Context: an optimization exercise on an open-source flow, tuned for small area and a short achievable clock period. The choices shown serve that exercise and are no tape-out recipe. The RTL was checked by simulation tests, not by an equivalence proof against the original design.

==> flow/design.v, too long to show whole: its modules and the start of the top module <==
// module AccumulatorScale: 108 lines
// module ScaleRow: 158 lines
// module ScaleLane: 1181 lines
// module ReadyGate: 3 lines
// module FA: 4 lines
// module HA: 4 lines
// module HXNOR: 3 lines
// module HOR: 3 lines
// module PPS: 3 lines
module AccumulatorScale(
  input         clock,
  input         reset,
  output        io_in_ready,
  input         io_in_valid,
  input  [31:0] io_in_bits_acc_read_resp_data_0_0,
  input  [31:0] io_in_bits_acc_read_resp_data_1_0,
  input  [31:0] io_in_bits_acc_read_resp_data_2_0,
  input  [31:0] io_in_bits_acc_read_resp_data_3_0,
  input  [31:0] io_in_bits_acc_read_resp_data_4_0,
  input  [31:0] io_in_bits_acc_read_resp_data_5_0,
  input  [31:0] io_in_bits_acc_read_resp_data_6_0,
  input  [31:0] io_in_bits_acc_read_resp_data_7_0,
  input         io_in_bits_acc_read_resp_fromDMA,
  input  [31:0] io_in_bits_acc_read_resp_scale_bits,
  input  [2:0]  io_in_bits_acc_read_resp_act,
  input  [1:0]  io_in_bits_acc_read_resp_acc_bank_id,
  input         io_out_ready,
  output        io_out_valid,
  output [31:0] io_out_bits_full_data_0_0,
  output [31:0] io_out_bits_full_data_1_0,
  output [31:0] io_out_bits_full_data_2_0,
  output [31:0] io_out_bits_full_data_3_0,
  output [31:0] io_out_bits_full_data_4_0,
  output [31:0] io_out_bits_full_data_5_0,
  output [31:0] io_out_bits_full_data_6_0,
  output [31:0] io_out_bits_full_data_7_0,
  output [7:0]  io_out_bits_data_0_0,
  output [7:0]  io_out_bits_data_1_0,
  output [7:0]  io_out_bits_data_2_0,
  output [7:0]  io_out_bits_data_3_0,
  output [7:0]  io_out_bits_data_4_0,
  output [7:0]  io_out_bits_data_5_0,
  output [7:0]  io_out_bits_data_6_0,
  output [7:0]  io_out_bits_data_7_0,
  output [1:0]  io_out_bits_acc_bank_id,
  output        io_out_bits_fromDMA
);
  // ...
==> flow/flow/run.sh <==
#!/bin/bash
# Layout flow: the standard ORFS flow (standard.sh, synthesis included,
# unchanged) with extra ORFS variables for the layout steps, read from
# extra_vars.txt beside this script: the cell used for the port buffers and
# the setup margin that timing repair aims for.
# Each tool's output goes to log_layout.log in the work folder (and ORFS's
# own per-step logs under orfs/logs).
set -uo pipefail
W=$PWD
EXTRA_VARS="$(cat $W/flow/extra_vars.txt | tr '\n' ' ')"
sed "s|\"\${@:-finish}\"|$EXTRA_VARS \"\${@:-finish}\"|" standard.sh > $W/my_standard.sh
grep -q "SETUP_SLACK_MARGIN" $W/my_standard.sh || { echo "could not add the extra variables"; exit 1; }
bash $W/my_standard.sh finish > $W/log_layout.log 2>&1 || { echo "layout failed"; tail -20 $W/log_layout.log; exit 1; }
test -f out/final.def || { echo "no final.def"; exit 1; }
echo "done"
==> flow/flow/extra_vars.txt <==
BUFFER_PORTS_ARGS="-buffer_cell sky130_fd_sc_hd__buf_1"
SETUP_SLACK_MARGIN=28
==> flow/standard.sh <==
#!/bin/bash
# synth_recipe.tcl (not shown) runs the flow's synth.tcl, then flattens the netlist and writes it again
# the make line also repeats each setting of config.mk as NAME=value (left out here)
make -C /OpenROAD-flow-scripts/flow DESIGN_CONFIG=/design/flow/config.mk WORK_HOME=/design/flow/orfs CLKGATE_MAP_FILE= SYNTH_SCRIPT=/design/flow/synth_recipe.tcl "${@:-finish}"
==> flow/config.mk <==
export PLATFORM = sky130hd
export DESIGN_NAME = AccumulatorScale
export DESIGN_NICKNAME = AccumulatorScale
export VERILOG_FILES = /design/flow/design.v
export SDC_FILE = /design/flow/constraint.sdc
export NUM_CORES = 8
export LEC_CHECK = 0
export ABC_AREA = 1
export CAP_MARGIN = 20
export CELL_PAD_IN_SITES_DETAIL_PLACEMENT = 1
export CELL_PAD_IN_SITES_GLOBAL_PLACEMENT = 1
export CORE_MARGIN = 2
export CORE_UTILIZATION = 30
export CTS_BUF_LIST = sky130_fd_sc_hd__clkbuf_8
export CTS_CLUSTER_DIAMETER = 50
export CTS_CLUSTER_SIZE = 16
export PLACE_DENSITY = 0.45
export SLEW_MARGIN = 20
export SYNTH_HIERARCHICAL = 1
export SYNTH_MINIMUM_KEEP_SIZE = 0
==> flow/constraint.sdc <==
create_clock -name core_clock -period 48.0 [get_ports {clock}]
set_input_delay 9.6000 -clock core_clock [delete_from_list [all_inputs] [get_ports {clock}]]
set_output_delay 9.6000 -clock core_clock [all_outputs]
set_load 0.01 [all_outputs]
==> summary.txt, run 1 <==
multi-input gates=14500; DP Wirelength=about 640 mm; dpl cells=~29000; Total Routed Length=approximately 890 mm; Initial Util=0.301; multiplexer share of the synthesized area=0.000407; RSZ-0062 raised after global routing=no; sequential area share after synthesis=0.362; port bufs=622; FILL cells=about 74000; Max Clk Rate=0.0509 GHz; EDFF count, synth=between 2000 and 2500; status=finished clean; Clock Tree Root=clkbuf_8; Reg-to-Reg End=res7[52]; busiest grt layer=met2; clock network area share=0.0268; register area=just over 70000 µm²; hold endpoint=fd3[63]; CP Cell Sequence=buf_1, inv_1, nand2_1, buf_1; final setup violation count=0; top post-synthesis cells by area=edfxtp_1, fa_1, nand2_1, o221ai_1, ha_1; layout inverter count without the clock tree=2272; Final period util=0.409; Final Hold Viols=0; Final min period=slightly below 20 ns; synth cell count leaders=nand2_1, edfxtp_1, inv_1, fa_1, o221ai_1; area growth from synthesis to layout=9.46%; die height=around 810 µm; CP startpoint=io_out_ready; Max Cap Viol=0; Longest Clk Path Bufs=4; worst skew pair latency=1.27 ns; DR WL met2=~400 mm; Die ar.=662000 µm²; Final Wtd Congestion=between 0.8 and 0.9; IO Count=between 600 and 700; YS warnings=7; asr flop ratio synth=0; Synth Area per Inst=9.66 µm²; most frequent cells in the layout=nand2_1, edfxtp_1, inv_1
==> run 2: changes to the inputs <==
--- a/flow/design.v
+++ b/flow/design.v
@@ -275,37 +275,55 @@
   input         snan,    
   input         szero,   
   output [7:0]  y
 );
   wire sx, zx, inc;
   wire [4:0] lz;
   wire [23:0] T;
   assign sx = x[31] & ~relu;
-  assign zx = ~|x | (x[31] & relu);
-  wire [31:0] below;    
-  assign below[0] = 1'b0;
-  genvar gi;
-  generate for (gi = 1; gi < 32; gi = gi + 1) begin : pfx
-    assign below[gi] = below[gi-1] | x[gi-1];
+  wire [31:0] o1, o2, o3, o4, o5;
+  genvar i;
+  generate for (i = 0; i < 32; i = i + 1) begin : sk
+    assign o1[i] = (i % 2 >= 1)  ? x[i]  | x[(i / 2) * 2]           : x[i];
+    assign o2[i] = (i % 4 >= 2)  ? o1[i] | o1[(i / 4) * 4 + 1]      : o1[i];
+    assign o3[i] = (i % 8 >= 4)  ? o2[i] | o2[(i / 8) * 8 + 3]      : o2[i];
+    assign o4[i] = (i % 16 >= 8) ? o3[i] | o3[(i / 16) * 16 + 7]    : o3[i];
+    assign o5[i] = (i >= 16)     ? o4[i] | o4[15]                   : o4[i];
   end endgenerate
-  wire [31:0] mag = x ^ (below & {32{sx}});
-  wire z16 = ~|mag[31:16];
-  wire [31:0] n1 = z16 ? {mag[15:0], 16'd0} : mag;
-  wire z8 = ~|n1[31:24];
-  wire [31:0] n2 = z8 ? {n1[23:0], 8'd0} : n1;
-  wire z4 = ~|n2[31:28];
-  wire [31:0] n3 = z4 ? {n2[27:0], 4'd0} : n2;
-  wire z2 = ~|n3[31:30];
-  wire [31:0] n4 = z2 ? {n3[29:0], 2'd0} : n3;
-  wire z1 = ~n4[31];
-  wire [30:0] n5 = z1 ? n4[29:0] << 1 : n4[30:0];
-  assign lz = {z16, z8, z4, z2, z1};
+  assign zx = ~o5[31] | (x[31] & relu);
+  wire [31:0] mag = x ^ ({o5[30:0], 1'b0} & {32{sx}});
+  wire [15:0] z2;
+  wire [7:0]  z4;
+  wire [3:0]  z8;
+  generate for (i = 0; i < 16; i = i + 1) begin : zz2
+    assign z2[i] = ~(mag[2*i] | mag[2*i+1]);
+  end endgenerate
+  generate for (i = 0; i < 8; i = i + 1) begin : zz4
+    assign z4[i] = z2[2*i] & z2[2*i+1];
+  end endgenerate
+  generate for (i = 0; i < 4; i = i + 1) begin : zz8
+    assign z8[i] = z4[2*i] & z4[2*i+1];
+  end endgenerate
+  wire l4 = z8[2] & z8[3];
+  wire l3 = l4 ? z8[1] : z8[3];
+  wire [1:0] lzsel43 = {l4, l3};
+  wire l2 = lzsel43 == 2'b11 ? z4[1] : lzsel43 == 2'b10 ? z4[3] : lzsel43 == 2'b01 ? z4[5] : z4[7];
+  wire [2:0] lzn42 = ~{l4, l3, l2};
+  wire l1 = z2[{lzn42, 1'b1}];
+  wire [3:0] lzn41 = ~{l4, l3, l2, l1};
+  wire l0 = ~mag[{lzn41, 1'b1}];
+  assign lz = {l4, l3, l2, l1, l0};
+  wire [31:0] n1 = l4 ? {mag[15:0], 16'd0} : mag;
+  wire [31:0] n2 = l3 ? {n1[23:0], 8'd0} : n1;
+  wire [31:0] n3 = l2 ? {n2[27:0], 4'd0} : n2;
+  wire [31:0] n4 = l1 ? {n3[29:0], 2'd0} : n3;
+  wire [30:0] n5 = l0 ? n4[29:0] << 1 : n4[30:0];
   assign T = {1'b1, n5[30:8]};
-  assign inc = n5[7] & (n5[8] | (|n5[6:0]));    
+  assign inc = n5[7] & (n5[8] | (|n5[6:0]));
   wire [2:0] d0 = {1'b0, T[1:0]} + {2'b0, inc};
   wire e0_1 = d0 == 3'd1;
   wire e0_2 = d0 == 3'd2;
   wire e0_3 = d0 == 3'd3;
   wire e0_4 = d0[2];
   wire e1_1 = T[2] & ~T[3];
   wire e1_2 = ~T[2] & T[3];
   wire e1_3 = T[2] & T[3];
==> flow/flow/run.sh (replaced) <==
#!/bin/bash
# Layout flow: the standard ORFS flow (standard.sh) with two changes.
#  1. After the standard synthesis, every combinational cell is set to the
#     smallest drive strength of its family (downsize.py; same function and
#     pins, registers untouched); the layout's repair steps size up again
#     where timing or slew needs it.
#  2. Extra ORFS variables for the layout steps, from extra_vars.txt: the
#     cell used for the port buffers and the setup margin that timing repair
#     aims for.
# Each step's output goes to a log_*.log file in the work folder (and ORFS's
# own per-step logs under orfs/logs).
set -uo pipefail
W=$PWD
R=$W/orfs/results/sky130hd/AccumulatorScale/base
EXTRA_VARS="$(cat $W/flow/extra_vars.txt | tr '\n' ' ')"
sed "s|\"\${@:-finish}\"|$EXTRA_VARS \"\${@:-finish}\"|" standard.sh > $W/my_standard.sh
grep -q "SETUP_SLACK_MARGIN" $W/my_standard.sh || { echo "could not add the extra variables"; exit 1; }
bash $W/my_standard.sh synth > $W/log_synth.log 2>&1 || { echo "synthesis failed"; exit 1; }
cp $R/1_2_yosys.v $W/synth_1_2_yosys.v
if python3 $W/flow/downsize.py $FLOW_HOME/platforms/sky130hd/lib/sky130_fd_sc_hd__tt_025C_1v80.lib $W/synth_1_2_yosys.v $R/1_2_yosys.v > $W/log_downsize.log 2>&1; then
  rm -f $R/1_synth.odb $R/1_synth.sdc
  touch $R/1_2_yosys.v
else
  echo "downsize step failed; the synthesis netlist is used as it is"
  cp $W/synth_1_2_yosys.v $R/1_2_yosys.v
fi
bash $W/my_standard.sh finish > $W/log_layout.log 2>&1 || { echo "layout failed"; tail -20 $W/log_layout.log; exit 1; }
test -f out/final.def || { echo "no final.def"; exit 1; }
echo "done"
==> flow/flow/downsize.py (new file) <==
#!/usr/bin/env python3
"""Replace each combinational cell of a netlist by the smallest-area cell of
the same family (same name but for the drive-strength suffix) that has the
same pins. Flip-flops are left alone. Usage: downsize.py LIB IN OUT"""
import re, sys
lib = open(sys.argv[1]).read()

def group(text, start):
    i = text.index("{", start); d = 0
    for j in range(i, len(text)):
        if text[j] == "{": d += 1
        elif text[j] == "}":
            d -= 1
            if d == 0: return text[i + 1:j]

cells = {}
for m in re.finditer(r'\n    cell \("(sky130_fd_sc_hd__\w+)"\)', lib):
    body = group(lib, m.end())
    area = float(re.search(r'area : ([\d.]+)', body).group(1))
    pins = tuple(sorted(re.findall(r'\bpin \("(\w+)"\)', body)))
    dont = 'dont_use : true' in body
    cells[m.group(1)] = (area, pins, dont)
fam = {}
for c in cells:
    mm = re.match(r'(sky130_fd_sc_hd__[a-z0-9]+(?:_[a-z0-9]+)*?)_(\d+)$', c)
    if mm: fam.setdefault(mm.group(1), []).append(c)
best = {}
for f, cs in fam.items():
    for c in cs:
        opts = [d for d in cs if cells[d][1] == cells[c][1] and not cells[d][2]]
        best[c] = min(opts, key=lambda d: cells[d][0])
txt = open(sys.argv[2]).read()
skip = re.compile(r'df|dl|sdf|edf|clkbuf|clkdly|dlygate|dlymetal|conb|lpflow|probe|tap|fill|decap')
n = 0
lines = txt.split("\n")
for i, l in enumerate(lines):
    mm = re.match(r'^(\s*)(sky130_fd_sc_hd__\w+)(\s.*)$', l)
    if mm:
        c = mm.group(2)
        if not skip.search(c) and c in best and best[c] != c:
            lines[i] = mm.group(1) + best[c] + mm.group(3)
            n += 1
open(sys.argv[3], "w").write("\n".join(lines))
sys.stderr.write(f"downsized {n} cells\n")
==> run 2 against run 1 <==
Compared with the run above: still clean; non-clock buffer count grew 104; cell area shrank 0.51%; final cell count increased by 1.1%; critical endpoint unchanged; largest cell class unchanged.
==> summary.txt, run 2 <==
status=finished clean (unchanged); initial drt markers=14800 (was 14300); CTS H-tree depth=5 (was 4); dpl cells=29300 (was 29000); crit start category=primary input (unchanged); largest net degree at the start of global routing=94 (was 83); Final nets=23800 (was 23400); Setup crit end kind=primary output (unchanged); Clock Pin Slew Worst Setup and Hold Paths=0.09 ns (was 0.10 ns); global-route wire length before repair=1300 mm (was 1270 mm); Core Footprint=646000 µm² (was 654000 µm²); CP arrival=9.95 ns (was 10.03 ns); worst skew pair latency=1.21 ns (was 1.27 ns); CP Cell Sequence=buf_1, inv_1, nand2_1, buf_1 (unchanged); WS Path Type=in -> out (unchanged); CP startpoint=io_out_ready (unchanged); Die ar.=655000 µm² (was 662000 µm²); RSZ-0062 raised after global routing=no (unchanged); area growth from synthesis to layout=9.98% (was 9.46%); cell family with most CP delay=buffers and inverters (unchanged); Final Wtd Congestion=0.885 (was 0.889); Vias=166000 (was 163000); Max Clk Rate=0.0512 GHz (was 0.0509 GHz); final setup violation count=0 (unchanged); CP endpoint=io_in_ready (unchanged); wire per inst=30.6 µm (was 30.4 µm); Max Cap Viol=0 (unchanged); Setup TNS Final=0 ns (unchanged); port bufs=622 (unchanged); Avg Vias per Cell=5.57 (was 5.54); reg2reg path depth=71 (was 66); number of setup buffers added after CTS=0 (unchanged); Residual DRC=0 (unchanged); CTS buffer count=269 (was 240); IO Count=623 (unchanged); worst path required time=38.40 ns (about the same); Initial Util=0.301 (about the same); Synth Area per Inst=9.37 µm² (was 9.66 µm²); critical path depth=4 (unchanged); Longest Clk Path Bufs=4 (unchanged); grt ovf=0 (unchanged); YS warnings=7 (unchanged); Max FO, Critical Path=2 (unchanged); Final min period=19.55 ns (was 19.63 ns); most frequent cells in the layout=nand2_1, edfxtp_1, inv_1 (unchanged); Clock Skew=0.132 ns (was 0.187 ns); PostCTS Resize Cnt=0 (unchanged); FILL cells=74100 (was 74000); clock tree sinks=2375 (unchanged); TritonCTS clock tree=yes (unchanged); vias in the first global route=174000 (was 170000); Fin Hold WS=0.334 ns (was 0.330 ns); worst r2r src=fd6[40] (was sc6[32]); initial antenna violation count=47 (was 41); Post-DRT Antenna Nets=0 (unchanged); Reg-to-Reg End=res7[11] (was res7[52]); Synth Instances=20800 (was 20400); Final Slew Violations=0 (unchanged); worst rel slew slack=0.184 (was 0.207); DP Wirelength=650 mm (was 645 mm); First-pass DRT Iterations=6 (was 8); crit-path most repeated cell=buf_1 (unchanged); Cell Area, Synth=195000 µm² (was 197000 µm²); Total Routed Length=911 mm (was 894 mm); commonest non-fill, non-tap cell in the layout=nand2_1 (unchanged); CP max stage delay=0.15 ns (about the same); # hold bufs at CTS=0 (unchanged); Hold WC Path Type=reg -> reg (unchanged); register area=71200 µm² (unchanged); fin cells=29700 (was 29400); worst slew pin tran=1.22 ns (was 1.19 ns); CP max stage cell=buf_1 (unchanged); Final period util=0.407 (was 0.409); share of layout cells above drive strength 1=0.0549 (was 0.0901); die height=810 µm (was 814 µm); WP buf/inv=3 (unchanged); footprint of the multi-input gates=110000 µm² (was 112000 µm²); GRT Util Overall=0.270 (was 0.263); Final Hold Viols=0 (unchanged); Std-Cell Rows=295 (was 297); Clock Tree Root=clkbuf_8 (unchanged); syn nets=23600 (was 23200); r2r setup slk=29.92 ns (was 31.91 ns); Die W=810 µm (was 814 µm)
==> run 2: per-layer routing <==
metal / GRT usage / up-vias / wire [µm]
met1: 0.370 / 84700 / 402000
met3: 0.0589 / 1698 / 70400
met4: 0.101 / 46 / 39900
li1: - / 72400 / -
met2: 0.418 / 6726 / 399000
met5: 0.000511 / - / 360
==> run 2: layout make-up <==
type / count / area share
Tap cell: 8613 / 0.0503
Antenna cell: 13 / 0.000152
Multi-Input combinational cell: 14700 / 0.514
Clock inverter: 211 / 0.0109
Timing Repair Buffer: 1283 / 0.0349
Inverter: 2272 / 0.0399
Clock buffer: 269 / 0.0173
Sequential cell: 2375 / 0.333
==> run 2: worst min-delay path by stage <==
| stage | endpoint | cells past startpoint | start | slack [ns] |
|---|---|---|---|---|
| 4_1_cts | fd4[226] | 0 | fd3[226] | 0.32 |
| 5_1_grt | fd4[52] | 0 | fd3[52] | 0.35 |
| 3_3_place_gp | fd3[182] | 0 | fd2[182] | 0.40 |
| 2_1_floorplan | fd1[0] | 0 | fd0[0] | 0.40 |
| 3_5_place_dp | fd2[151] | 0 | fd1[151] | 0.41 |
| 6_report | sc5[13] | 0 | sc4[13] | 0.33 |
==> run 2: through the flow <==
step                      utilization  area, µm²  setup slack, ns
final                           0.331     214000            28.45
after global routing            0.331     214000            28.24
after CTS                       0.331     214000            28.43
after detailed placement        0.322     208000            28.44
after global placement          0.322     208000            28.38
after floorplan                     -     195000            28.70
==> run 3: changes to the inputs <==
==> flow/flow/extra_vars.txt (replaced) <==
BUFFER_PORTS_ARGS="-buffer_cell sky130_fd_sc_hd__buf_1"
SETUP_SLACK_MARGIN=28.5
==> run 3 against run 2 <==
Compared with the run above: still clean; synthesized area stayed put; routed wire length barely moved; sequential share of layout area barely moved; critical path depth stayed put; non-clock buffer count is 1 higher; maximum frequency grew 0.19%; die area is the same; global-route usage is the same; count of clock-buffer cells in the layout unchanged; critical path type unchanged; highest routed layer unchanged.
==> summary.txt, run 3 <==
First-pass DRT Iterations=7 (was 6); crit start category=primary input (unchanged); CP arrival=9.91 ns (was 9.95 ns); Clock Skew=0.126 ns (was 0.132 ns); Total Routed Length=911 mm (about the same); Clock Tree Root=clkbuf_8 (unchanged); Synth Instances=20800 (unchanged); die height=810 µm (unchanged); clock tree sinks=2375 (unchanged); port bufs=622 (unchanged); Max FO, Critical Path=2 (unchanged); Post-DRT Antenna Nets=0 (unchanged); IO Count=623 (unchanged); Final period util=0.406 (was 0.407); Clock Pin Slew Worst Setup and Hold Paths=0.09 ns (about the same); Avg Vias per Cell=5.57 (about the same); crit-path most repeated cell=buf_6 (was buf_1); worst slew pin tran=1.20 ns (was 1.22 ns); GRT Util Overall=0.270 (unchanged); Setup crit end kind=primary output (unchanged); Core Footprint=646000 µm² (unchanged); syn nets=23600 (unchanged); RSZ-0062 raised after global routing=yes (was no); register area=71200 µm² (unchanged); status=finished clean (unchanged); Initial Util=0.301 (unchanged); vias in the first global route=174000 (about the same); final setup violation count=0 (unchanged); TritonCTS clock tree=yes (unchanged); Cell Area, Synth=195000 µm² (unchanged); DP Wirelength=650 mm (unchanged); Final Hold Viols=0 (unchanged); GR Util met2=0.418 (unchanged); most frequent cells in the layout=nand2_1, edfxtp_1, inv_1 (unchanged); Final nets=23800 (about the same); Final Wtd Congestion=0.885 (unchanged); share of layout cells above drive strength 1=0.0552 (was 0.0549); worst rel slew slack=0.194 (was 0.184); YS warnings=7 (unchanged); commonest non-fill, non-tap cell in the layout=nand2_1 (unchanged); GR Util met3=0.0589 (unchanged); Longest Clk Path Bufs=4 (unchanged); wire per inst=30.6 µm (about the same); Die W=810 µm (unchanged); busiest grt layer=met2 (unchanged); grt ovf=0 (unchanged); footprint of the multi-input gates=110000 µm² (about the same); Setup TNS Final=0 ns (unchanged); FILL cells=74100 (about the same); Synth Area per Inst=9.37 µm² (unchanged); final core occ=0.332 (was 0.331); Final Slew Violations=0 (unchanged); area growth from synthesis to layout=10.0% (was 9.98%); met1 Track Usage GR=0.370 (unchanged); WS Path Type=in -> out (unchanged); Vias=166000 (about the same); largest net degree at the start of global routing=94 (unchanged); CP max stage delay=0.13 ns (was 0.15 ns); CP Cell Sequence=buf_6, inv_2, nand2_2, buf_6 (was buf_1, inv_1, nand2_1, buf_1); Residual DRC=0 (unchanged); initial antenna violation count=47 (unchanged); initial drt markers=14400 (was 14800); fin cells=29800 (was 29700); Max Cap Viol=0 (unchanged); CP max stage cell=buf_6 (was buf_1); worst path required time=38.40 ns (about the same); Final min period=19.51 ns (was 19.55 ns); dpl cells=29300 (unchanged); Std-Cell Rows=295 (unchanged); Hold WC Path Type=reg -> reg (unchanged); worst skew pair latency=1.20 ns (was 1.21 ns); global-route wire length before repair=1300 mm (unchanged); Max Clk Rate=0.0513 GHz (was 0.0512 GHz); CTS buffer count=269 (unchanged); Die ar.=655000 µm² (unchanged); CTS H-tree depth=5 (unchanged)
## run 3: changes by cell type in the layout (fill, tap and decap cells not counted)
cell and change:
buf_4 +1, nand2_1 -2, nand2_2 +2, inv_1 -2, inv_2 +1, buf_1 -2, buf_6 +2, diode_2 +1
clkinvlp_4 +1
## run 3: timing repair
action | 4_1_cts | 5_1_grt
buffers inserted | 1 | 0
resized for setup | 1 | 7
setup endpoints to repair | 1 | 9
hold buffers | 0 | 0
## run 3: area by class of cell
cell class	instances	area share
Clock buffer	269	0.0173
Clock inverter	211	0.0109
Sequential cell	2375	0.333
Antenna cell	14	0.000164
Tap cell	8613	0.0503
Timing Repair Buffer	1284	0.0350
Inverter	2272	0.0400
Multi-Input combinational cell	14700	0.514
## run 3: stage by stage
step / hold slack [ns] / setup WS, ns / cell area, µm²
floorplan: 0.400 / 28.70 / 195000
global placement: 0.400 / 28.38 / 208000
detailed placement: 0.405 / 28.44 / 208000
CTS: 0.325 / 28.47 / 214000
global route: 0.348 / 28.47 / 214000
finish: 0.330 / 28.49 / 214000
## run 3: path summary, 6_finish.rpt
kind	startpoint	to	slack (ns)	cells past startpoint
max	io_out_ready	io_in_ready	28.49	4
min	sc4[13]	sc5[13]	0.33	0
max reg2reg	fd6[40]	res7[11]	30.17	71
min reg2reg	sc4[13]	sc5[13]	0.33	0
## run 3: routing by layer
layer	part of all wire	vias up	wire (µm)
met5	0.00081	-	737
met2	0.44	6693	399000
met1	0.44	84900	402000
met4	0.043	42	39400
li1	-	72400	-
met3	0.077	1727	70200
## run 3: worst max-delay path, delay by kind of cell
| family | cells | cell delay (ns) |
|---|---|---|
| buffers and inverters | 3 | 0.26 |
| and+or+nand+nor | 1 | 0.04 |
==> run 4: changes to the inputs <==
==> flow/flow/extra_vars.txt (replaced) <==
BUFFER_PORTS_ARGS="-buffer_cell sky130_fd_sc_hd__buf_1"
SETUP_SLACK_MARGIN=28
--- a/flow/config.mk
+++ b/flow/config.mk
@@ -13,5 +13,5 @@
 export CORE_UTILIZATION = 30
-export CTS_BUF_LIST = sky130_fd_sc_hd__clkbuf_8
-export CTS_CLUSTER_DIAMETER = 50
-export CTS_CLUSTER_SIZE = 16
+export CTS_BUF_LIST = sky130_fd_sc_hd__clkbuf_16
+export CTS_CLUSTER_DIAMETER = 80
+export CTS_CLUSTER_SIZE = 30
 export PLACE_DENSITY = 0.45
==> run 4 against run 3 <==
Compared with the run above: die area unchanged; sequential share of layout area up 0.053 points; worst setup slack worse by 0.037 ns; count of clock-buffer cells in the layout fell by 114; register-to-register slack worse by 0.40 ns; first-iteration DRC count is 1.2% higher; largest cell class unchanged; clock skew shrank 0.019 ns.
==> summary.txt, run 4 <==
share of layout cells above drive strength 1=0.0467 (was 0.0552); Post-Place Cell Area=208000 µm² (unchanged); Max FO, Critical Path=2 (unchanged); WS Path Type=in -> out (unchanged); CTS buffer count=153 (was 269); CTS H-tree depth=4 (was 5); CP arrival=9.95 ns (was 9.91 ns); Max Clk Rate=0.0512 GHz (was 0.0513 GHz); First-pass DRT Iterations=8 (was 7); PostCTS Resize Cnt=0 (was 1); YS warnings=7 (unchanged); crit start category=primary input (unchanged); Longest Clk Path Bufs=4 (unchanged); number of setup buffers added after CTS=0 (was 1); cell family with most CP delay=buffers and inverters (unchanged); Final min period=19.55 ns (was 19.51 ns); clock tree sinks=2375 (unchanged); worst rel slew slack=0.220 (was 0.194); Final nets=23700 (was 23800); Die ar.=655000 µm² (unchanged); worst skew pair latency=0.98 ns (was 1.20 ns); Clock Tree Root=clkbuf_16 (was clkbuf_8); Residual DRC=0 (unchanged); DP Wirelength=650 mm (unchanged); Clock Skew=0.106 ns (was 0.126 ns); Die W=810 µm (unchanged); Cell Area, Synth=195000 µm² (unchanged); crit-path most repeated cell=buf_1 (was buf_6); worst path required time=38.40 ns (about the same); Setup TNS Final=0 ns (unchanged); Hold WC Path Type=reg -> reg (unchanged); TritonCTS clock tree=yes (unchanged); worst r2r src=fd6[40] (unchanged); vias in the first global route=172000 (was 174000); Final Hold Viols=0 (unchanged); Synth Instances=20800 (unchanged); Core Footprint=646000 µm² (unchanged); grt ovf=0 (unchanged); CP max stage delay=0.15 ns (was 0.13 ns); Synth Area per Inst=9.37 µm² (unchanged); Initial Util=0.301 (unchanged); final setup violation count=0 (unchanged); die height=810 µm (unchanged); Setup crit end kind=primary output (unchanged); CP endpoint=io_in_ready (unchanged); Final Wtd Congestion=0.885 (unchanged); Final Slew Violations=0 (unchanged); most frequent cells in the layout=nand2_1, edfxtp_1, inv_1 (unchanged); Post-DRT Antenna Nets=0 (unchanged); wire per inst=30.8 µm (was 30.6 µm); final instance area=214000 µm² (about the same); CP startpoint=io_out_ready (unchanged); Std-Cell Rows=295 (unchanged); Final period util=0.407 (was 0.406); Max Cap Viol=0 (unchanged); status=finished clean (unchanged); GRT Util Overall=0.269 (was 0.270); CP Cell Sequence=buf_1, inv_1, nand2_1, buf_1 (was buf_6, inv_2, nand2_2, buf_6); commonest non-fill, non-tap cell in the layout=nand2_1 (unchanged); largest net degree at the start of global routing=94 (unchanged); critical path depth=4 (unchanged); initial antenna violation count=43 (was 47); Reg-to-Reg End=res7[11] (unchanged); Total Routed Length=908 mm (was 911 mm); Vias=165000 (was 166000); syn nets=23600 (unchanged); reg2reg path depth=72 (was 71); initial drt markers=14600 (was 14400); global-route wire length before repair=1290 mm (was 1300 mm); IO Count=623 (unchanged); RSZ-0062 raised after global routing=no (was yes); r2r setup slk=29.77 ns (was 30.17 ns); port bufs=622 (unchanged); Avg Vias per Cell=5.60 (was 5.57); WP buf/inv=3 (unchanged); CP max stage cell=buf_1 (was buf_6); worst slew pin tran=1.16 ns (was 1.20 ns); Clock Pin Slew Worst Setup and Hold Paths=0.11 ns (was 0.09 ns); # hold bufs at CTS=0 (unchanged); area growth from synthesis to layout=9.83% (was 10.0%)
-- run 4: cell count changes in the layout (fill, tap and decap cells not counted), moves of 17 or more --
cell | previous run | this run
clkbuf_16 | 0 | 155
bufinv_16 | 20 | 3
clkinv_2 | 27 | 4
clkbuf_8 | 269 | 0
clkinvlp_4 | 27 | 2
clkinv_4 | 32 | 7
-- run 4: final cells by class --
type	count	area [µm²]
timing repair buffer	1283	7480
fill	73900	432000
tap	8613	10800
inverter	2272	8550
clock inverter	118	1850
clock buffer	155	3880
multi-input combinational	14700	110000
antenna	12	30.0
sequential	2375	71200
-- run 4: through the flow --
step	std cells	utilization	hold slack (ns)	setup slack, ns
2_1_floorplan	20800	-	0.400	28.70
3_3_place_gp	29300	0.322	0.400	28.38
3_5_place_dp	29300	0.322	0.405	28.44
4_1_cts	29500	0.331	0.323	28.43
5_1_grt	29500	0.331	0.355	28.22
6_report	29500	0.331	0.352	28.45
-- run 4: worst min-delay path by stage --
stage	from	to	slack [ns]	cells after the start
finish	fd2[168]	fd3[168]	0.35	0
detailed placement	fd1[151]	fd2[151]	0.41	0
floorplan	fd0[0]	fd1[0]	0.40	0
global placement	fd2[182]	fd3[182]	0.40	0
CTS	fd2[168]	fd3[168]	0.32	0
global route	fd1[177]	fd2[177]	0.36	0
-- run 4: layer usage --
metal  track usage  vias up  wire [µm]  part of all wire
li1              -    72100          -                 -
met1         0.370    85000     404000              0.44
met2         0.418     6596     400000              0.44
met3        0.0577     1549      67600             0.074
met4        0.0954       26      36900             0.041
met5      0.000511        -        219           0.00024
==> run 5: changes to the inputs <==
==> flow/flow/extra_vars.txt (replaced) <==
BUFFER_PORTS_ARGS="-buffer_cell sky130_fd_sc_hd__buf_1"
SETUP_SLACK_MARGIN=28.5
--- a/flow/config.mk
+++ b/flow/config.mk
@@ -12,3 +12,3 @@
 export CORE_MARGIN = 2
-export CORE_UTILIZATION = 30
+export CORE_UTILIZATION = 48
 export CTS_BUF_LIST = sky130_fd_sc_hd__clkbuf_16
@@ -16,3 +16,3 @@
 export CTS_CLUSTER_SIZE = 30
-export PLACE_DENSITY = 0.45
+export PLACE_DENSITY = 0.62
 export SLEW_MARGIN = 20
==> run 5 against run 4 <==
Compared with the run above: still clean on timing, DRC and antenna; sequential share of layout area rose by 1.1 points; cell area down 3.2%.
==> summary.txt, run 5 <==
Clock Skew=0.140 ns (was 0.106 ns); area growth from synthesis to layout=6.32% (was 9.83%); Synth Area per Inst=9.37 µm² (unchanged); Longest Clk Path Bufs=4 (unchanged); crit start category=primary input (unchanged); Final Wtd Congestion=0.987 (was 0.885); Clock Tree Root=clkbuf_16 (unchanged); Initial Util=0.483 (was 0.301); grt ovf=0 (unchanged); CP arrival=9.90 ns (was 9.95 ns); RSZ-0062 raised after global routing=yes (was no); global-route wire length before repair=1180 mm (was 1290 mm); fin cells=26100 (was 29500); # hold bufs at CTS=0 (unchanged); final setup violation count=0 (unchanged); Setup TNS Final=0 ns (unchanged); FILL cells=45800 (was 73900); TritonCTS clock tree=yes (unchanged); commonest non-fill, non-tap cell in the layout=nand2_1 (unchanged); initial drt markers=20100 (was 14600); final worst setup slack=28.50 ns (was 28.45 ns); Fin Hold WS=0.400 ns (was 0.352 ns); worst slew pin tran=1.33 ns (was 1.16 ns); share of layout cells above drive strength 1=0.0363 (was 0.0467); Final nets=23500 (was 23700); syn nets=23600 (unchanged); Die W=641 µm (was 810 µm); dpl cells=25900 (was 29300); Clock Pin Slew Worst Setup and Hold Paths=0.11 ns (about the same); Std-Cell Rows=233 (was 295); CTS H-tree depth=3 (was 4); port bufs=622 (unchanged); worst skew pair latency=1.00 ns (was 0.98 ns); Residual DRC=0 (unchanged); Setup crit end kind=primary output (unchanged); Avg Vias per Cell=6.55 (was 5.60); CP Cell Sequence=buf_6, inv_2, nand2_1, buf_2 (was buf_1, inv_1, nand2_1, buf_1); Die ar.=411000 µm² (was 655000 µm²); Final Hold Viols=0 (unchanged); CP max stage cell=buf_2 (was buf_1); Vias=171000 (was 165000); Total Routed Length=815 mm (was 908 mm); Max Clk Rate=0.0513 GHz (was 0.0512 GHz); most frequent cells in the layout=nand2_1, edfxtp_1, inv_1 (unchanged); YS warnings=7 (unchanged); Post-DRT Antenna Nets=0 (unchanged); vias in the first global route=176000 (was 172000); die height=641 µm (was 810 µm); status=finished clean (unchanged); clock tree sinks=2375 (unchanged); Max Cap Viol=0 (unchanged); Final period util=0.406 (was 0.407); final core occ=0.513 (was 0.331); worst rel slew slack=0.0983 (was 0.220); Hold WC Path Type=reg -> reg (unchanged); Max FO, Critical Path=2 (unchanged); wire per inst=31.2 µm (was 30.8 µm); First-pass DRT Iterations=9 (was 8); Synth Instances=20800 (unchanged); largest net degree at the start of global routing=125 (was 94); CTS buffer count=112 (was 153); initial antenna violation count=50 (was 43); Final Slew Violations=0 (unchanged); GRT Util Overall=0.388 (was 0.269); Core Footprint=403000 µm² (was 646000 µm²); DP Wirelength=577 mm (was 650 mm); Cell Area, Synth=195000 µm² (unchanged); worst slack, placed=28.46 ns (was 28.44 ns); Final min period=19.50 ns (was 19.55 ns); IO Count=623 (unchanged); WS Path Type=in -> out (unchanged); CP max stage delay=0.15 ns (about the same); worst path required time=38.40 ns (about the same)
## run 5: layout make-up
class	instances	area, µm²	share of cell area
Inverter	2272	8560	0.0413
Tap cell	5405	6760	0.0327
Clock buffer	112	2800	0.0135
Sequential cell	2375	71200	0.344
Antenna cell	32	80.1	0.000387
Timing Repair Buffer	1156	6610	0.0319
Clock inverter	65	893	0.00432
Multi-Input combinational cell	14700	110000	0.532
## run 5: final timing paths
check	start	to	slack [ns]	cells past startpoint
max	io_out_ready	io_in_ready	28.50	4
min reg2reg	fd3[197]	fd4[197]	0.40	0
max reg2reg	sc6[32]	res7[26]	29.78	68
min	fd3[197]	fd4[197]	0.40	0
## run 5: worst max-delay path, delay by kind of cell
| kind | cells | cell delay, ns |
|---|---|---|
| and+or+nand+nor | 1 | 0.03 |
| buffers and inverters | 3 | 0.27 |
## run 5: metal layers
layer  up-vias  track usage  part of all wire
met5         -     0.000354           0.00051
met4        56        0.210             0.065
met3      3039        0.117              0.11
met2     11000        0.603              0.44
met1     85300        0.488              0.38
li1      71700            -                 -
## run 5: timing repair
| item | in CTS | in global routing |
|---|---|---|
| setup buffers | 1 | 1 |
| gates resized for setup | 1 | 9 |
| cloned | 0 | 4 |
| setup endpoints to repair | 1 | 32 |
| pin swaps | 0 | 4 |
## run 5: per-stage QoR
step | area, µm²
floorplan | 195000
detailed placement | 203000
global route | 207000
global placement | 203000
finish | 207000
CTS | 207000
==> run 6: changes to the inputs <==
--- a/flow/config.mk
+++ b/flow/config.mk
@@ -20 +20,2 @@
 export SYNTH_MINIMUM_KEEP_SIZE = 0
+export TNS_END_PERCENT = 5
==> run 6 against run 5 <==
Compared with the run above: synthesized cell count stayed put; critical endpoint unchanged; clock skew is 0.030 ns lower; still clean; hold slack worse by 0.034 ns; via count hardly changed; sequential share of layout area hardly changed; worst setup slack worse by 0.054 ns.
==> summary.txt, run 6 <==
Longest Clk Path Bufs=4 (unchanged); FILL cells=45800 (about the same); clock tree sinks=2375 (unchanged); Die W=641 µm (unchanged); largest net degree at the start of global routing=131 (was 125); syn nets=23600 (unchanged); Std-Cell Rows=233 (unchanged); CTS buffer count=114 (was 112); crit start category=primary input (unchanged); Cell Area, Synth=195000 µm² (unchanged); # hold bufs at CTS=0 (unchanged); commonest non-fill, non-tap cell in the layout=nand2_1 (unchanged); DP Wirelength=574 mm (was 577 mm); most frequent cells in the layout=nand2_1, edfxtp_1, inv_1 (unchanged); dpl cells=25900 (about the same); final instance area=207000 µm² (about the same); worst path required time=38.40 ns (about the same); footprint of the multi-input gates=110000 µm² (about the same); final core occ=0.514 (was 0.513); port bufs=622 (unchanged); worst slack, placed=28.43 ns (was 28.46 ns); worst rel slew slack=0.199 (was 0.0983); WS Path Type=in -> out (unchanged); CTS H-tree depth=3 (unchanged); GRT Util Overall=0.390 (was 0.388); YS warnings=7 (unchanged); Setup TNS Final=0 ns (unchanged); Final Wtd Congestion=0.991 (was 0.987); CP max stage cell=buf_2 (unchanged); worst slew pin tran=1.20 ns (was 1.33 ns); Final nets=23500 (about the same); global-route wire length before repair=1180 mm (about the same); register area=71200 µm² (unchanged); status=finished clean (unchanged); grt ovf=0 (unchanged); Initial Util=0.483 (unchanged); Avg Vias per Cell=6.54 (was 6.55); Clock Skew=0.110 ns (was 0.140 ns); CP max stage delay=0.15 ns (about the same); Synth Instances=20800 (unchanged); Clock Tree Root=clkbuf_16 (unchanged); number of setup buffers added after CTS=0 (was 1); CP Cell Sequence=buf_1, inv_1, nand2_1, buf_2 (was buf_6, inv_2, nand2_1, buf_2); Max Cap Viol=0 (unchanged); Max Clk Rate=0.0511 GHz (was 0.0513 GHz); Vias=171000 (about the same); Clock Pin Slew Worst Setup and Hold Paths=0.10 ns (was 0.11 ns); area growth from synthesis to layout=6.39% (was 6.32%); initial drt markers=19900 (was 20100); Final period util=0.407 (was 0.406); Final Hold Viols=0 (unchanged); Final Slew Violations=0 (unchanged); TritonCTS clock tree=yes (unchanged); Hold WC Path Type=reg -> reg (unchanged); Post-Place Cell Area=203000 µm² (about the same); Die ar.=411000 µm² (unchanged); Max FO, Critical Path=2 (unchanged); Final min period=19.56 ns (was 19.50 ns); vias in the first global route=176000 (about the same); Synth Area per Inst=9.37 µm² (unchanged); final setup violation count=0 (unchanged); Setup crit end kind=primary output (unchanged); Post-DRT Antenna Nets=0 (unchanged); share of layout cells above drive strength 1=0.0360 (was 0.0363); die height=641 µm (unchanged); final worst setup slack=28.44 ns (was 28.50 ns); Residual DRC=0 (unchanged); First-pass DRT Iterations=9 (unchanged); IO Count=623 (unchanged); Core Footprint=403000 µm² (unchanged); worst skew pair latency=0.96 ns (was 1.00 ns); Total Routed Length=816 mm (was 815 mm); wire per inst=31.2 µm (about the same); initial antenna violation count=73 (was 50); fin cells=26200 (was 26100); Fin Hold WS=0.366 ns (was 0.400 ns); CP arrival=9.96 ns (was 9.90 ns); RSZ-0062 raised after global routing=yes (unchanged)
==> run 6: changes by cell type in the layout (fill, tap and decap cells not counted), moves of 2 or more <==
| cell | change |
|---|---|
| diode_2 | +53 |
| clkinv_16 | +7 |
| inv_1 | -5 |
| inv_16 | -5 |
| clkinv_8 | -4 |
| clkinvlp_4 | -4 |
| nor2_2 | -4 |
| clkinv_1 | -3 |
| bufinv_16 | +2 |
| clkbuf_16 | +2 |
| inv_2 | +2 |
| nor4_1 | +2 |
| nor4_2 | -2 |
==> run 6: metal layers <==
layer  part of all wire  track usage  vias to the layer above
li1                   -            -                    71800
met1               0.38        0.491                    85400
met2               0.44        0.593                    11000
met3               0.11        0.114                     3041
met4              0.071        0.234                       39
met5            0.00049      0.00142                        -
==> run 6: path summary, 6_finish.rpt <==
path	start	to	slack [ns]	cells after the start
min reg2reg	fd4[38]	fd5[38]	0.37	0
min	fd4[38]	fd5[38]	0.37	0
max reg2reg	sc6[32]	res7[58]	30.04	72
max	io_out_ready	io_in_ready	28.44	4
==> run 6: layout make-up <==
type	instances	area share
Multi-Input combinational cell	14700	0.531
Sequential cell	2375	0.344
Inverter	2272	0.0413
Tap cell	5405	0.0327
Timing Repair Buffer	1153	0.0315
Clock buffer	114	0.0138
Clock inverter	58	0.00467
Antenna cell	85	0.00103
==> run 6: what timing repair did <==
action / in CTS / in global routing
pin swaps: 0 / 1
endpoints found under the setup margin: 1 / 9
cloned: 0 / 1
gates resized for setup: 1 / 4
==> run 6: critical path: cells and delay by family <==
family	cells	cell delay [ns]
simple gates	1	0.05
buf+inv	3	0.30
==> run 7: changes to the inputs <==
--- a/flow/config.mk
+++ b/flow/config.mk
@@ -12,3 +12,3 @@
 export CORE_MARGIN = 2
-export CORE_UTILIZATION = 48
+export CORE_UTILIZATION = 40
 export CTS_BUF_LIST = sky130_fd_sc_hd__clkbuf_16
@@ -16,3 +16,3 @@
 export CTS_CLUSTER_SIZE = 30
-export PLACE_DENSITY = 0.62
+export PLACE_DENSITY = 0.55
 export SLEW_MARGIN = 20
@@ -20,2 +20 @@
 export SYNTH_MINIMUM_KEEP_SIZE = 0
-export TNS_END_PERCENT = 5
==> run 7 against run 6 <==
Compared with the run above: utilization is 8.3 points lower; cell area increased by 0.86%; die area rose by 20%; synthesized cell count stayed put; flip-flop and latch count unchanged; register-to-register slack improved by 0.06 ns.
==> summary.txt, run 7 <==
grt ovf=0 (unchanged); TritonCTS clock tree=yes (unchanged); # hold bufs at CTS=0 (unchanged); most frequent cells in the layout=nand2_1, edfxtp_1, inv_1 (unchanged); YS warnings=7 (unchanged); worst slew pin tran=1.16 ns (was 1.20 ns); Die ar.=492000 µm² (was 411000 µm²); Cell Area, Synth=195000 µm² (unchanged); Hold WC Path Type=reg -> reg (unchanged); WP buf/inv=3 (unchanged); crit start category=primary input (unchanged); Clock Pin Slew Worst Setup and Hold Paths=0.11 ns (was 0.10 ns); GRT Util Overall=0.331 (was 0.390); Clock Tree Root=clkbuf_16 (unchanged); Total Routed Length=835 mm (was 816 mm); Max Clk Rate=0.0512 GHz (was 0.0511 GHz); initial drt markers=17500 (was 19900); Core Footprint=485000 µm² (was 403000 µm²); final setup violation count=0 (unchanged); status=finished clean (unchanged); Initial Util=0.401 (was 0.483); WS Path Type=in -> out (unchanged); FILL cells=55200 (was 45800); CP arrival=9.93 ns (was 9.96 ns); share of layout cells above drive strength 1=0.0392 (was 0.0360); initial antenna violation count=35 (was 73); worst path required time=38.40 ns (about the same); Final min period=19.53 ns (was 19.56 ns); commonest non-fill, non-tap cell in the layout=nand2_1 (unchanged); Setup crit end kind=primary output (unchanged); Post-DRT Antenna Nets=0 (unchanged); CP Cell Sequence=buf_6, inv_2, nand2_1, buf_2 (was buf_1, inv_1, nand2_1, buf_2); worst rel slew slack=0.213 (was 0.199); Max Cap Viol=0 (unchanged); clock tree sinks=2375 (unchanged); cell family with most CP delay=buffers and inverters (unchanged); Avg Vias per Cell=6.13 (was 6.54); Std-Cell Rows=256 (was 233); Residual DRC=0 (unchanged); Final nets=23500 (about the same); die height=702 µm (was 641 µm); Final Wtd Congestion=0.937 (was 0.991); area growth from synthesis to layout=7.31% (was 6.39%); Final Slew Violations=0 (unchanged); Max FO, Critical Path=2 (unchanged); largest net degree at the start of global routing=113 (was 131); Setup TNS Final=0 ns (unchanged); Clock Skew=0.154 ns (was 0.110 ns); RSZ-0062 raised after global routing=yes (unchanged); CP max stage cell=buf_2 (unchanged); vias in the first global route=170000 (was 176000); global-route wire length before repair=1200 mm (was 1180 mm); Die W=702 µm (was 641 µm); worst skew pair latency=0.99 ns (was 0.96 ns); syn nets=23600 (unchanged); wire per inst=30.7 µm (was 31.2 µm); Longest Clk Path Bufs=4 (unchanged); Synth Area per Inst=9.37 µm² (unchanged); Final Hold Viols=0 (unchanged); CP max stage delay=0.15 ns (about the same); port bufs=622 (unchanged); Vias=167000 (was 171000); First-pass DRT Iterations=8 (was 9); IO Count=623 (unchanged); DP Wirelength=596 mm (was 574 mm); Final period util=0.407 (about the same); Synth Instances=20800 (unchanged); CTS H-tree depth=3 (unchanged); CTS buffer count=119 (was 114)
==> run 7: worst register-to-register path, delay by kind of cell (launching register included) <==
family | cells | cell delay, ns
AO/OA/AOI/OAI | 15 | 3.81
XOR/XNOR | 1 | 0.33
AND/OR/NAND/NOR | 36 | 6.53
buffers and inverters | 14 | 3.45
adder cells (fa/ha/maj) | 7 | 2.90
flip-flops | 1 | 0.53
==> run 7: what timing repair did <==
| action | CTS | global route |
|---|---|---|
| buffers inserted | 1 | 0 |
| cloned | 0 | 1 |
| endpoints found under the setup margin | 1 | 17 |
| resized for setup | 1 | 9 |
==> run 7: layer usage <==
metal	global-route usage	routed length (µm)
met1	0.453	350000
met3	0.0829	82000
met4	0.143	43200
met2	0.499	359000
met5	0.000196	145
==> run 7: worst paths after layout <==
| kind | end | slack, ns | start | cells after the start |
|---|---|---|---|---|
| setup reg to reg | res7[31] | 30.10 | sc6[32] | 73 |
| hold / removal | fd4[34] | 0.34 | fd3[34] | 0 |
| setup / recovery | io_in_ready | 28.47 | io_out_ready | 4 |
| hold reg to reg | fd4[34] | 0.34 | fd3[34] | 0 |
==> run 7: area by class of cell <==
| type | instances | area [µm²] | share of cell area |
|---|---|---|---|
| Timing Repair inverter | 1 | 5.00 | 0.0000240 |
| Clock buffer | 119 | 2980 | 0.0143 |
| Antenna cell | 18 | 45.0 | 0.000216 |
| Timing Repair Buffer | 1197 | 6840 | 0.0327 |
| Multi-Input combinational cell | 14700 | 110000 | 0.527 |
| Clock inverter | 69 | 1160 | 0.00555 |
| Inverter | 2272 | 8560 | 0.0410 |
| Sequential cell | 2375 | 71200 | 0.341 |
| Tap cell | 6450 | 8070 | 0.0386 |
==> run 7: metrics by stage <==
step                worst slack (ns)  utilization  hold slack [ns]  std cells  area, µm²
detailed placement             28.45        0.422            0.405      27000     205000
floorplan                      28.70            -            0.400      20800     195000
global route                   28.46        0.430            0.345      27200     209000
CTS                            28.47        0.430            0.329      27200     209000
global placement               28.41        0.422            0.400      27000     205000
finish                         28.47        0.430            0.340      27200     209000
==> run 8: changes to the inputs <==
--- a/flow/config.mk
+++ b/flow/config.mk
@@ -12,3 +12,3 @@
 export CORE_MARGIN = 2
-export CORE_UTILIZATION = 40
+export CORE_UTILIZATION = 66
 export CTS_BUF_LIST = sky130_fd_sc_hd__clkbuf_16
@@ -16,3 +16,3 @@
 export CTS_CLUSTER_SIZE = 30
-export PLACE_DENSITY = 0.55
+export PLACE_DENSITY = 0.78
 export SLEW_MARGIN = 20
==> run 8 against run 7 <==
Compared with the run above: the run now fails in detailed placement; synthesized cell count unchanged; synthesized area unchanged.
==> summary.txt, run 8 <==
Initial Util=0.663 (was 0.401); Die W=547 µm (was 702 µm); syn nets=23600 (unchanged); Synth Instances=20800 (unchanged); Cell Area, Synth=195000 µm² (unchanged); YS warnings=7 (unchanged); Final Wtd Congestion=1.06 (was 0.937); failing step=detailed placement; DP Wirelength=667 mm (was 596 mm); die height=547 µm (was 702 µm); IO Count=623 (unchanged); Err=[ERROR DPL-0033] detailed placement checks failed during check placement.; status=aborted with a tool error (was finished clean); Synth Area per Inst=9.37 µm² (unchanged); port bufs=622 (unchanged); Std-Cell Rows=199 (was 256)
[run 8: per-stage QoR]
stage | setup slack, ns | instances | instance area, µm²
after floorplan | 28.70 | 20800 | 195000
after global placement | 28.39 | 24400 | 201000
[run 8: worst min path at each step]
| stage | startpoint | endpoint | slack [ns] | cells past startpoint |
|---|---|---|---|---|
| after global placement | fd5[195] | fd6[195] | 0.40 | 0 |
| after floorplan | fd0[0] | fd1[0] | 0.40 | 0 |
==> run 9: changes to the inputs <==
--- a/flow/config.mk
+++ b/flow/config.mk
@@ -9,6 +9,4 @@
 export CAP_MARGIN = 20
-export CELL_PAD_IN_SITES_DETAIL_PLACEMENT = 1
-export CELL_PAD_IN_SITES_GLOBAL_PLACEMENT = 1
 export CORE_MARGIN = 2
-export CORE_UTILIZATION = 66
+export CORE_UTILIZATION = 62
 export CTS_BUF_LIST = sky130_fd_sc_hd__clkbuf_16
@@ -16,3 +14,3 @@
 export CTS_CLUSTER_SIZE = 30
-export PLACE_DENSITY = 0.78
+export PLACE_DENSITY = 0.72
 export SLEW_MARGIN = 20
==> run 9 against run 8 <==
Compared with the run above: the run now finishes clean; synthesized area did not move; synthesized cell count unchanged.
==> summary.txt, run 9 <==
Final nets=23400; Setup crit end kind=primary output; FILL cells=25100; Final Wtd Congestion=1.08 (was 1.06); CP startpoint=io_out_ready; Longest Clk Path Bufs=4; port bufs=622 (unchanged); initial antenna violation count=between 40 and 50; dpl cells=24600; r2r setup slk=29.36 ns; vias in the first global route=roughly 160k; die height=564 µm (was 547 µm); Residual DRC=0; GRT Util Overall=0.456; First-pass DRT Iterations=17; global-route wire length before repair=roughly 1100 mm; worst path required time=between 30 and 40 ns; Initial Util=0.624 (was 0.663); Max FO, Critical Path=2; most frequent cells in the layout=nand2_1, edfxtp_1, inv_1; grt ovf=0; CP arrival=roughly 10 ns; Max Clk Rate=about 0.05 GHz; fin cells=about 25000; Synth Instances=20800 (unchanged); status=finished clean (was aborted with a tool error); Synth Area per Inst=9.37 µm² (unchanged); WS Path Type=in -> out; Clock Skew=between 0.1 and 0.15 ns; TritonCTS clock tree=yes; worst rel slew slack=0.0425; clock tree sinks=approximately 2400; area growth from synthesis to layout=5.31%; Avg Vias per Cell=roughly 6.9; Total Routed Length=738 mm; Clock Tree Root=clkbuf_16; worst slack, placed=~28 ns; Reg-to-Reg End=res7[30]; Post-DRT Antenna Nets=0; initial drt markers=around 29000; # hold bufs at CTS=0; CTS H-tree depth=3; CP endpoint=io_in_ready; reg2reg path depth=77; crit start category=primary input; share of layout cells above drive strength 1=0.0345; final worst setup slack=28.48 ns; Die W=564 µm (was 547 µm); hold path depth=0; YS warnings=7 (unchanged); IO Count=623 (unchanged); Setup TNS Final=0 ns; RSZ-0062 raised after global routing=yes; Core Footprint=312000 µm²; worst slew pin tran=1.44 ns; largest net degree at the start of global routing=between 100 and 150; Die ar.=approximately 320000 µm²; Vias=around 170k; Fin Hold WS=roughly 0.35 ns; worst skew pair latency=0.96 ns; Max Cap Viol=0; Final period util=0.407; Final min period=between 15 and 20 ns; syn nets=23600 (unchanged); Final Slew Violations=0; Cell Area, Synth=195000 µm² (unchanged); Final Hold Viols=0; worst r2r src=fd6[98]; DP Wirelength=504 mm (was 667 mm); final setup violation count=0; CTS buffer count=about 110; Hold WC Path Type=reg -> reg; Clock Pin Slew Worst Setup and Hold Paths=roughly 0.1 ns; wire per inst=approximately 30 µm; commonest non-fill, non-tap cell in the layout=nand2_1; Std-Cell Rows=205 (was 199)
## run 9: critical path, cell delays in order
cell	delay (ns)
buf_6	0.10
inv_2	0.04
nand2_1	0.04
buf_2	0.14
## run 9: worst min-delay path by stage
stage	slack, ns	from	endpoint
finish	0.35	fd4[106]	fd5[106]
global route	0.33	fd4[106]	fd5[106]
CTS	0.32	fd4[106]	fd5[106]
detailed placement	0.40	fd0[104]	fd1[104]
global placement	0.40	fd3[121]	fd4[121]
floorplan	0.40	fd0[0]	fd1[0]
## run 9: per-stage QoR
step,instance area [µm²],utilization
2_1_floorplan,195000,-
3_3_place_gp,201000,0.644
3_5_place_dp,201000,0.644
4_1_cts,205000,0.656
5_1_grt,205000,0.656
6_report,205000,0.657
## run 9: cell type report
type / instances / area [µm²] / share of cell area
Timing Repair Buffer: 1103 / 6170 / 0.0301
Inverter: 2272 / 8560 / 0.0417
Tap cell: 4140 / 5180 / 0.0253
Clock buffer: 112 / 2800 / 0.0137
Clock inverter: 47 / 818 / 0.00399
Multi-Input combinational cell: 14700 / 110000 / 0.537
Sequential cell: 2375 / 71200 / 0.347
Antenna cell: 70 / 175 / 0.000854
## run 9: layer usage
layer / part of all wire / vias up / GRT usage
li1: - / 71600 / -
met4: 0.085 / 45 / 0.294
met2: 0.40 / 15200 / 0.621
met1: 0.35 / 81000 / 0.578
met5: 0.00092 / - / 0.0211
met3: 0.16 / 4522 / 0.217
## run 9: timing repair
action | CTS | global route
resized for setup | 4 | 4
endpoints found under the setup margin | 1 | 17
setup buffers | 1 | 0
==> run 10: changes to the inputs <==
==> flow/flow/extra_vars.txt (replaced) <==
BUFFER_PORTS_ARGS="-buffer_cell sky130_fd_sc_hd__buf_1"
SETUP_SLACK_MARGIN=28.6
==> run 10 against run 9 <==
Compared with the run above: the layout now fails its checks (max-capacitance violations); maximum frequency did not move; clock skew rose by 0.0011 ns; worst setup slack did not move; count of clock-buffer cells in the layout did not move; first-iteration DRC count rose by 0.81%; synthesized area did not move; utilization barely moved; critical path depth did not move; final cell count barely moved.
==> summary.txt, run 10 <==
status=failed layout checks (was finished clean); Fail Reasons=max-capacitance violations; port bufs=622 (unchanged); CP max stage cell=buf_2 (unchanged); cell family with most CP delay=buffers and inverters (unchanged); RSZ-0062 raised after global routing=yes (unchanged); Hold WC Path Type=reg -> reg (unchanged); CP Cell Sequence=buf_6, inv_2, nand2_1, buf_2 (unchanged); DP Wirelength=504 mm (unchanged); Avg Vias per Cell=6.95 (was 6.94); CTS buffer count=112 (unchanged); area growth from synthesis to layout=5.31% (about the same); Final nets=23400 (unchanged); initial antenna violation count=46 (unchanged); syn nets=23600 (unchanged); final instance area=205000 µm² (about the same); grt ovf=0 (unchanged); Post-Place Cell Area=201000 µm² (unchanged); most frequent cells in the layout=nand2_1, edfxtp_1, inv_1 (unchanged); worst slew pin tran=1.51 ns (was 1.44 ns); Vias=173000 (was 172000); commonest non-fill, non-tap cell in the layout=nand2_1 (unchanged); Clock Pin Slew Worst Setup and Hold Paths=0.10 ns (about the same); IO Count=623 (unchanged); CTS H-tree depth=3 (unchanged); Final min period=19.52 ns (unchanged); First-pass DRT Iterations=20 (was 17); global-route wire length before repair=1070 mm (unchanged); Total Routed Length=739 mm (was 738 mm); Synth Area per Inst=9.37 µm² (unchanged); CP arrival=9.92 ns (about the same); crit start category=primary input (unchanged); WS Path Type=in -> out (unchanged); worst slack, placed=28.43 ns (unchanged); Die ar.=318000 µm² (unchanged); Final period util=0.407 (unchanged); FILL cells=25100 (about the same); initial drt markers=28900 (was 28700); Max Clk Rate=0.0512 GHz (unchanged); Clock Tree Root=clkbuf_16 (unchanged); clock tree sinks=2375 (unchanged); worst rel slew slack=-0.00395 (was 0.0425); share of layout cells above drive strength 1=0.0346 (was 0.0345); Core Footprint=312000 µm² (unchanged); Initial Util=0.624 (unchanged); WP buf/inv=3 (unchanged); Setup TNS Final=0 ns (unchanged); Cell Area, Synth=195000 µm² (unchanged); final worst setup slack=28.48 ns (unchanged); final setup violation count=0 (unchanged); YS warnings=7 (unchanged); Max Cap Viol=1 (was 0); wire per inst=29.7 µm (about the same); worst path required time=38.40 ns (about the same); Std-Cell Rows=205 (unchanged); GRT Util Overall=0.456 (unchanged); Final Wtd Congestion=1.08 (unchanged); largest net degree at the start of global routing=130 (unchanged); Residual DRC=0 (unchanged); Die W=564 µm (unchanged); Synth Instances=20800 (unchanged); register area=71200 µm² (unchanged); Final Slew Violations=12 (was 0); worst skew pair latency=0.96 ns (about the same); Post-DRT Antenna Nets=0 (unchanged); Longest Clk Path Bufs=4 (unchanged); Setup crit end kind=primary output (unchanged); vias in the first global route=165000 (unchanged); Max FO, Critical Path=2 (unchanged); die height=564 µm (unchanged); Clock Skew=0.114 ns (was 0.113 ns); TritonCTS clock tree=yes (unchanged); Final Hold Viols=0 (unchanged); CP max stage delay=0.14 ns (about the same); footprint of the multi-input gates=110000 µm² (about the same)
run 10: cell count changes in the layout (fill, tap and decap cells not counted), sizes merged:
cell   previous run  this run
diode            70        71
run 10: final timing paths:
check               start     endpoint  slack, ns  cells past startpoint
min reg2reg      fd4[106]     fd5[106]       0.35                      0
min              fd4[106]     fd5[106]       0.35                      0
max reg2reg      fd6[127]     res7[30]      29.56                     76
max          io_out_ready  io_in_ready      28.48                      4
run 10: metrics by stage:
stage,util,hold WS [ns],cells
floorplan,-,0.400,20800
finish,0.657,0.346,24800
CTS,0.656,0.319,24800
detailed placement,0.644,0.405,24600
global route,0.656,0.330,24800
global placement,0.644,0.400,24600
run 10: final cells by class:
cell class,instances,share of cell area
tap,4140,0.0253
clock buffer,112,0.0137
antenna,71,0.000867
timing repair buffer,1103,0.0301
multi-input combinational,14700,0.537
clock inverter,47,0.00399
sequential,2375,0.347
inverter,2272,0.0417
run 10: timing repair:
item / 4_1_cts / 5_1_grt
setup buffers: 1 / 0
endpoints found under the setup margin: 1 / 20
resized for setup: 4 / 5
pin swaps: 0 / 0
hold buffers: 0 / 0
run 10: layer usage:
layer  track usage  routed length, µm  up-vias
li1              -                  -    71700
met1         0.578             260000    81200
met2         0.621             294000    15200
met3         0.217             121000     4541
met4         0.294              63700       34
met5        0.0211                617        -

## what the ideal ports hide
In the flow no input, the clock included, has a driving cell. The finished layouts below were timed again as built, in two steps. Step 1 assumes that a clkbuf_16 drives the clock port and a buf_2 every other input. Step 2 also shifts input and output timing later by t, the mid clock arrival at the registers, as if the neighbouring blocks saw the same clock. Slacks: ideal ports / drivers / drivers and shift; pairs: ideal ports / drivers.
run	t (ns)	slack for setup (ns)	worst data-port slew with drivers (ns)	max-slew violations
run 1	1.315	28.368 / 28.339 / 28.339	0.19	0 / 0
run 2	1.280	28.452 / 28.430 / 28.430	0.21	0 / 0
run 3	1.276	28.489 / 28.458 / 28.458	0.21	0 / 0
run 4	1.066	28.453 / 28.430 / 28.430	0.21	0 / 0
run 5	1.060	28.495 / 28.464 / 28.464	0.20	0 / 0
run 6	1.045	28.442 / 28.416 / 28.416	0.21	0 / 0
run 7	1.051	28.474 / 28.443 / 28.443	0.15	0 / 0
run 9	1.018	28.484 / 28.452 / 28.452	0.14	0 / 0
run 10	1.014	28.484 / 28.452 / 28.452	0.15	12 / 13
With drivers on, slew violations rise in run 10.
